Source: an optimization exercise on an open RTL-to-GDS flow (aim: small area). Production flows keep margins and buffers that such runs may drop. Function was checked by simulation only, so behaviour that the tests miss may differ from the original. Power and IR drop assume default switching activity.

`config.mk`:
```
export PLATFORM = sky130hd
export DESIGN_NAME = GPIO_demo
export DESIGN_NICKNAME = GPIO_demo
export VERILOG_FILES = /design/flow/design.v
export SDC_FILE = /design/flow/constraint.sdc
export NUM_CORES = 4
export LEC_CHECK = 0
export CAP_MARGIN = 20
export CORE_MARGIN = 2
export CORE_UTILIZATION = 40
export SLEW_MARGIN = 20
```
`constraint.sdc`:
```
create_clock -name core_clock -period 10.0 [get_ports {CLK}]
set_input_delay 2.0000 -clock core_clock [delete_from_list [all_inputs] [get_ports {CLK}]]
set_output_delay 2.0000 -clock core_clock [all_outputs]
set_load 0.01 [all_outputs]
```
`design.v`:
```
module debouncer (SIGNAL_I, CLK_I, RST_I, PRESS_O);
    input  [3:0] SIGNAL_I;
    input        CLK_I;
    input        RST_I;      
    output       PRESS_O;    
    parameter [9:0] CNT_MAX = 10'b10_0000_0000;
    reg [9:0] cnt0, cnt1, cnt2, cnt3;
    reg [3:0] sig_out_reg;
    wire [3:0] at_max;
    assign at_max[0] = (cnt0 == CNT_MAX);
    assign at_max[1] = (cnt1 == CNT_MAX);
    assign at_max[2] = (cnt2 == CNT_MAX);
    assign at_max[3] = (cnt3 == CNT_MAX);
    wire [3:0] clr = {4{RST_I}} | ~(SIGNAL_I ^ sig_out_reg) | at_max;
    function [9:0] nxt;
        input [9:0] c;
        begin
            nxt = {c[8:0], ~(c[9] ^ c[6]) ^ (&c[8:0])};
        end
    endfunction
    always @(posedge CLK_I) begin
        cnt0 <= clr[0] ? 10'd0 : nxt(cnt0);
        cnt1 <= clr[1] ? 10'd0 : nxt(cnt1);
        cnt2 <= clr[2] ? 10'd0 : nxt(cnt2);
        cnt3 <= clr[3] ? 10'd0 : nxt(cnt3);
    end
    always @(posedge CLK_I) begin
        if (RST_I) sig_out_reg <= 4'b0000;
        else       sig_out_reg <= sig_out_reg ^ at_max;
    end
    assign PRESS_O = |(at_max & ~sig_out_reg);
endmodule
module UART_TX_CTRL (CLK, RST, E_WRAP, PRESS, UART_TX);
    input  CLK;
    input  RST;       
    input  E_WRAP;    
    input  PRESS;     
    output UART_TX;
    parameter [3:0] S_RST0  = 4'd9;     
    parameter [3:0] S_RST1  = 4'd10;    
    parameter [3:0] S_WAIT  = 4'd11;    
    parameter [3:0] S_IDLE  = 4'd14;    
    parameter [3:0] S_STOP  = 4'd8;
    parameter [6:0] T_0  = 7'b0000000;
    parameter [6:0] T_82 = 7'b0010100;
    parameter [6:0] T_84 = 7'b1010010;
    parameter [6:0] T_85 = 7'b0100100;
    parameter [6:0] T_86 = 7'b1001000;
    reg [3:0] slot;
    reg [6:0] tmr;
    reg [5:0] chr;     
    wire tmr_end = (tmr == T_86);
    wire active  = (slot[3:2] != 2'b10) && (slot != S_WAIT);   
    wire last    = chr[5] ? (chr[4:0] == 5'd23) : (chr[4:0] == 5'd30);
    always @(posedge CLK) begin
        if (RST) slot <= S_RST0;
        else case (slot)
            S_RST0: if (E_WRAP) slot <= S_RST1;
            S_RST1: if (E_WRAP) slot <= S_IDLE;
            S_WAIT: if (PRESS)  slot <= S_IDLE;
            S_STOP: if (tmr_end) slot <= last ? (PRESS ? S_IDLE : S_WAIT) : S_IDLE;
            default: if (tmr_end) slot <= slot + 4'd1;
        endcase
    end
    always @(posedge CLK) begin
        if ((slot == S_RST1) && E_WRAP)          tmr <= T_85;
        else if ((slot == S_WAIT) ||
                 ((slot == S_STOP) && tmr_end && last)) tmr <= T_82;
        else if ((slot == S_STOP) && tmr_end)    tmr <= T_84;
        else if (tmr_end)                        tmr <= T_0;
        else                                     tmr <= {tmr[5:0], ~(tmr[6] ^ tmr[5])};
    end
    always @(posedge CLK) begin
        if ((slot == S_RST1) && E_WRAP)          chr <= 6'd0;
        else if ((slot == S_WAIT) ||
                 ((slot == S_STOP) && tmr_end && last)) chr <= 6'd32;
        else if ((slot == S_STOP) && tmr_end)    chr <= chr + 6'd1;
    end
    function [7:0] rom_byte;
        input [5:0] idx;
        begin
            case (idx)
                6'd0 : rom_byte = 8'h0A;
                6'd1 : rom_byte = 8'h0D;
                6'd2 : rom_byte = 8'h41;
                6'd3 : rom_byte = 8'h52;
                6'd4 : rom_byte = 8'h54;
                6'd5 : rom_byte = 8'h59;
                6'd6 : rom_byte = 8'h20;
                6'd7 : rom_byte = 8'h47;
                6'd8 : rom_byte = 8'h50;
                6'd9 : rom_byte = 8'h49;
                6'd10: rom_byte = 8'h4F;
                6'd11: rom_byte = 8'h2F;
                6'd12: rom_byte = 8'h55;
                6'd13: rom_byte = 8'h41;
                6'd14: rom_byte = 8'h52;
                6'd15: rom_byte = 8'h54;
                6'd16: rom_byte = 8'h20;
                6'd17: rom_byte = 8'h44;
                6'd18: rom_byte = 8'h45;
                6'd19: rom_byte = 8'h4D;
                6'd20: rom_byte = 8'h4F;
                6'd21: rom_byte = 8'h21;
                6'd22: rom_byte = 8'h20;
                6'd23: rom_byte = 8'h20;
                6'd24: rom_byte = 8'h20;
                6'd25: rom_byte = 8'h20;
                6'd26: rom_byte = 8'h20;
                6'd27: rom_byte = 8'h20;
                6'd28: rom_byte = 8'h0A;
                6'd29: rom_byte = 8'h0A;
                6'd30: rom_byte = 8'h0D;
                6'd32: rom_byte = 8'h42;
                6'd33: rom_byte = 8'h75;
                6'd34: rom_byte = 8'h74;
                6'd35: rom_byte = 8'h74;
                6'd36: rom_byte = 8'h6F;
                6'd37: rom_byte = 8'h6E;
                6'd38: rom_byte = 8'h20;
                6'd39: rom_byte = 8'h70;
                6'd40: rom_byte = 8'h72;
                6'd41: rom_byte = 8'h65;
                6'd42: rom_byte = 8'h73;
                6'd43: rom_byte = 8'h73;
                6'd44: rom_byte = 8'h20;
                6'd45: rom_byte = 8'h64;
                6'd46: rom_byte = 8'h65;
                6'd47: rom_byte = 8'h74;
                6'd48: rom_byte = 8'h65;
                6'd49: rom_byte = 8'h63;
                6'd50: rom_byte = 8'h74;
                6'd51: rom_byte = 8'h65;
                6'd52: rom_byte = 8'h64;
                6'd53: rom_byte = 8'h21;
                6'd54: rom_byte = 8'h0A;
                6'd55: rom_byte = 8'h0D;
                default: rom_byte = 8'h00;
            endcase
        end
    endfunction
    wire [7:0] cur_byte = rom_byte(chr);
    assign UART_TX = slot[3] ? ~(slot[2] & slot[1] & slot[0]) : cur_byte[slot[2:0]];
endmodule
module RGB_controller (GCLK, RST, E_WRAP, RED_O, GREEN_O, BLUE_O);
    input  GCLK;
    input  RST;         
    output E_WRAP;
    output RED_O, GREEN_O, BLUE_O;
    parameter [10:0] E_START = 11'b101_1101_0011;    
    parameter [10:0] E_LAST  = 11'b011_1010_0111;    
    parameter [8:0]  VALCOUNTMAX = 9'd383;
    reg [7:0]  wcnt;
    reg [10:0] ecnt;
    reg [8:0]  vcnt;
    assign E_WRAP = (ecnt == E_LAST);
    always @(posedge GCLK) begin
        if (RST) wcnt <= 8'hFF;
        else     wcnt <= wcnt + 8'd1;
    end
    always @(posedge GCLK) begin
        if (RST)         ecnt <= E_START;
        else if (E_WRAP) ecnt <= 11'd0;
        else             ecnt <= {ecnt[9:0], ~(ecnt[10] ^ ecnt[8])};
    end
    always @(posedge GCLK) begin
        if (RST) vcnt <= 9'd0;
        else if (E_WRAP) begin
            if (vcnt == VALCOUNTMAX) vcnt <= 9'd0;
            else                     vcnt <= vcnt + 9'd1;
        end
    end
    wire inc_on = ~wcnt[7] & (vcnt[6:0] > wcnt[6:0]);
    wire dec_on = ~wcnt[7] & (~vcnt[6:0] > wcnt[6:0]);
    reg red, green, blue;
    always @(*) begin
        case (vcnt[8:7])
            2'b00:   begin red = inc_on; green = dec_on; blue = 1'b0;   end
            2'b01:   begin red = dec_on; green = 1'b0;   blue = inc_on; end
            default: begin red = 1'b0;   green = inc_on; blue = dec_on; end
        endcase
    end
    assign RED_O   = red;
    assign GREEN_O = green;
    assign BLUE_O  = blue;
endmodule
module GPIO_demo (
    SW, BTN, CLK, RST, LED, UART_TXD,
    RGB0_Red, RGB0_Green, RGB0_Blue,
    RGB1_Red, RGB1_Green, RGB1_Blue,
    RGB2_Red, RGB2_Green, RGB2_Blue,
    RGB3_Red, RGB3_Green, RGB3_Blue
);
    input  [3:0] SW;
    input  [3:0] BTN;
    input        CLK;
    input        RST;    
    output [3:0] LED;
    output       UART_TXD;
    output       RGB0_Red, RGB0_Green, RGB0_Blue;
    output       RGB1_Red, RGB1_Green, RGB1_Blue;
    output       RGB2_Red, RGB2_Green, RGB2_Blue;
    output       RGB3_Red, RGB3_Green, RGB3_Blue;
    assign LED = SW;
    wire press;      
    debouncer Inst_btn_debounce (
        .SIGNAL_I (BTN),
        .CLK_I    (CLK),
        .RST_I    (RST),
        .PRESS_O  (press)
    );
    wire pwm_red, pwm_green, pwm_blue;
    wire e_wrap;     
    RGB_controller RGB_Core (
        .GCLK    (CLK),
        .RST     (RST),
        .E_WRAP  (e_wrap),
        .RED_O   (pwm_red),
        .GREEN_O (pwm_green),
        .BLUE_O  (pwm_blue)
    );
    assign RGB0_Red = pwm_red;  assign RGB0_Blue = pwm_green;  assign RGB0_Green = pwm_blue;
    assign RGB1_Red = pwm_red;  assign RGB1_Blue = pwm_green;  assign RGB1_Green = pwm_blue;
    assign RGB2_Red = pwm_red;  assign RGB2_Blue = pwm_green;  assign RGB2_Green = pwm_blue;
    assign RGB3_Red = pwm_red;  assign RGB3_Blue = pwm_green;  assign RGB3_Green = pwm_blue;
    UART_TX_CTRL u_uart_tx_ctrl (
        .CLK     (CLK),
        .RST     (RST),
        .E_WRAP  (e_wrap),
        .PRESS   (press),
        .UART_TX (UART_TXD)
    );
endmodule
```
`run.sh`:
```
#!/bin/bash
# synth_recipe.tcl (not shown) runs the flow's synth.tcl, then flattens the netlist and writes it again
# the make line also repeats each setting of config.mk as NAME=value (left out here)
make -C /OpenROAD-flow-scripts/flow DESIGN_CONFIG=/design/flow/config.mk WORK_HOME=/design/flow/orfs CLKGATE_MAP_FILE= SYNTH_SCRIPT=/design/flow/synth_recipe.tcl finish
```
==> impl_metrics.tcl <==
set metrics [dict create \
    status "complete, no violations" \
    drive_gt1_share_pct 6.95 \
    drt-wirelength-per-cell_um 13.2 \
    firstDrtPassIters 5 \
    cts_sinks 89 \
    ys.flop_type "dfxtp_1" \
    grt_pass1_vias 3377 \
    die_area_um2 12500 \
    finalSetupViolCount 0 \
    cts.clk_slew.worst_paths_ps 70 \
    largest_register_ffs 11 \
    hold_buffers 0 \
    area_growth_pct 10.5 \
    reg2reg_slack_ps 7690 \
    crit_chain "inv_1 -> ha_1 -> o21ai_0 -> or3b_2 -> a221oi_1 -> o41ai_1 -> a31oi_1 -> clkdlybuf4s50_1" \
    yosysSeqAreaShare_pct 38.2 \
    finalWirelength_mm 8.91 \
    hpwl_mm 6.35 \
    synth_area_um2 4660 \
    grtUsageTotal_pct 14.7 \
    ys_warn_count 3 \
    synth_top_area_share_pct 38.2 \
    via_count 3561 \
    cts_resized 0 \
    avgSynthCellArea_um2 8.77 \
    ys_ff_latch 89 \
    htree_levels 3 \
    start_util_pct 41.0 \
    slew_headroom_pct 36.6 \
    diodes 0 \
    clock_path_buffers 2 \
    skew_ps 10.8 \
    root_buffer "clkbuf_16" \
    critPathLaunchType "flip-flop" \
    numCtsBuffers 9 \
    globalplace.congestion 0.918 \
    synth_edf_count 0 \
    finalSetupTns_ps 0 \
    routed_via_density 5.28 \
    regToRegEndpoint "u_uart_tx_ctrl.slot[1]$_SDFFE_PP0P_" \
    yosysMostFrequentCell "dfxtp_1" \
    path_delay_family "compound AO/OA/AOI/OAI gates" \
    drt_drc_violations_left 0 \
    use_met2_pct 22.6 \
    rsz0062_at_grt "false" \
    syn-instance-count 531 \
    tightest_slew_ps 950 \
    overflow 0 \
    dieHeight_um 112 \
    crit_buf_inv 2 \
    r2r-start "Inst_btn_debounce.cnt1[7]$_SDFF_PP0_" \
    cts_tree "yes" \
    grt_busiest_layer "met2" \
    antenna_found_initial 0 \
    endpoint_kind "primary output" \
    slew_violations 0 \
    synth_nets 574 \
    ant_nets 0 \
    pre_cts_ws_ps 5100 \
    drv_cap 0 \
    worstPathRequired_ps 8000 \
    worst_ep_arrival_time_ps 3280 \
    hp-class "flip-flop to flip-flop" \
    post_cts_buffers 0 \
    grt_start_max_net_pins 39 \
    hold_depth 2 \
    clock.fmax_mhz 189 \
    synth_common_cells "89 x dfxtp_1, 45 x nand2_1, 41 x and2_1, 33 x ha_1, 33 x nor2_1" \
    port_buffers 18 \
    min_from "RGB_Core.ecnt[9]$_SDFF_PP0_" \
    leakage_uw 0.00204 \
    yosys.area.top_type "dfxtp_1" \
    ys_async_sr_fraction_pct 0 \
    core_area_um2 11400 \
    path_max_fanout 15 \
    max-vdd-ir-drop_v 0.0000902 \
    synthTopCellsByArea "dfxtp_1 38%, ha_1 8.9%, and2_1 5.5%" \
    largest-register "RGB_Core.ecnt" \
    fin_crit_ps 5280 \
    grt_first_pass_wirelength_mm 15.5 \
    hold_violations 0 \
    whs_endpoint "RGB_Core.ecnt[10]$_SDFF_PP1_" \
    dieWidth_um 112 \
    grtUsageMet3_pct 2.50 \
    boundaryPins 27 \
    grt_util_met1_pct 20.4 \
    power.density_nw_per_um2 184 \
    worstSkewPairLatency_ps 330 \
    placementRows 39 \
    layout_setup_ws_ps 4720 \
    crit_type "flip-flop to primary output" \
    finalNetCount 570 \
    drtIter0Drc 204 \
    fin_crit_sh_pct 52.8 \
    slowest_delay_ps 640 \
    fillerInstances 1101 \
    reg2reg_depth 8 \
    synthDistinctLibCells 69 \
    cp_slowest_cell "dfxtp_1" \
]
worst max-delay path by stage:
stage / start / to / slack [ps] / cells after the start
5_1_grt: u_uart_tx_ctrl.chr[1]$_SDFFE_PP0P_ / UART_TXD / 4450 / 8
3_5_place_dp: u_uart_tx_ctrl.chr[1]$_SDFFE_PP0P_ / UART_TXD / 5100 / 8
2_1_floorplan: u_uart_tx_ctrl.chr[1]$_SDFFE_PP0P_ / UART_TXD / 5700 / 9
6_report: u_uart_tx_ctrl.chr[1]$_SDFFE_PP0P_ / UART_TXD / 4720 / 8
4_1_cts: u_uart_tx_ctrl.chr[1]$_SDFFE_PP0P_ / UART_TXD / 4740 / 8
3_3_place_gp: u_uart_tx_ctrl.chr[1]$_SDFFE_PP0P_ / UART_TXD / 5190 / 8
cell type report:
type                       instances  area [um^2]  share of cell area [%]
multi-input combinational        376         2550                    49.6
sequential                        89         1780                    34.6
clock buffer                       9          225                    4.38
timing repair buffer              19          188                    3.65
tap                              143          179                    3.48
inverter                          32          120                    2.33
clock inverter                     7          100                    1.94
layer usage:
layer	vias to the layer above	routed length, um
li1	1823	-
met1	1630	4430
met2	96	3960
met3	12	410
met4	0	114
met5	-	0
worst register-to-register path: stages (launching register included):
cell and delay [ps]:
dfxtp_1 360, nor4_1 60, and4b_1 200, ha_1 180
nor4_1 570, a2bb2oi_1 150, o21ai_1 360, nor3_1 100
a211oi_1 230
through the flow:
step	total power, uW	std cells	hold WS, ps	utilization, %	instance area, um^2
3_3_place_gp	593	659	428	42.4	4820
4_1_cts	959	675	447	45.3	5150
5_1_grt	1000	675	461	45.3	5150
6_report	949	675	441	45.3	5150
3_5_place_dp	596	659	434	42.4	4820
2_1_floorplan	559	531	406	-	4660
power by group:
| part | internal (uW) | switching [uW] | leakage (uW) |
|---|---|---|---|
| logic | 80.1 | 93.8 | 0.00115 |
| clock network | 221 | 137 | 0.000160 |
| registers | 386 | 30.6 | 0.000727 |
| total | 687 | 261 | 0.00204 |
layout by cell type, fill, tap and decap left out, drive strengths merged, types with 5 or more instances in the layout:
cell / Yosys / final
dfxtp: 89 / 89
nand2: 45 / 45
and2: 41 / 41
nor2: 35 / 35
ha: 33 / 33
inv: 31 / 33
o21ai: 21 / 21
a21oi: 20 / 20
xnor2: 18 / 18
clkdlybuf4s50: 0 / 18
nor3: 17 / 17
nand4: 14 / 14
nor4: 13 / 13
nand3: 11 / 11
xor2: 11 / 11
clkbuf: 8 / 9
nand2b: 8 / 8
nor2b: 7 / 7
or2: 6 / 6
mux2i: 5 / 5
a211oi: 5 / 5
cell families after synthesis:
group,after synthesis,synth area share [%]
xor+xnor,29,5.45
buf+inv,66,6.93
fa+ha+maj,33,8.86
compound gates,87,12.6
mux,6,1.32
flops,89,38.2
simple gates,221,26.6

## afterwards: timing with drivers on the ports
How much do the figures lean on ideal ports? The routed layout below was timed once more, with nothing changed but the port constraints. Step 1: set_driving_cell puts a clkbuf_16 on CLK and a buf_2 on each other input, an assumption about the parent block. Step 2 times the ports against the registers' clock, not the clock port: input delays grow and output delays shrink by t, the midpoint of the rising clock arrivals with the driver on. Slacks: no drivers / after step 1 / after step 2; pairs: no drivers / after step 1.
t (ns): 0.363
setup WS [ns]: 4.723 / 4.686 / 5.049
worst register clock-pin slew, ns: 0.07 / 0.07
worst slew at a driven data input, ns: 0.07
After both steps this run still meets setup and hold. The setup slack of this run moves by -0.037 ns with the drivers and by +0.326 ns with both steps.
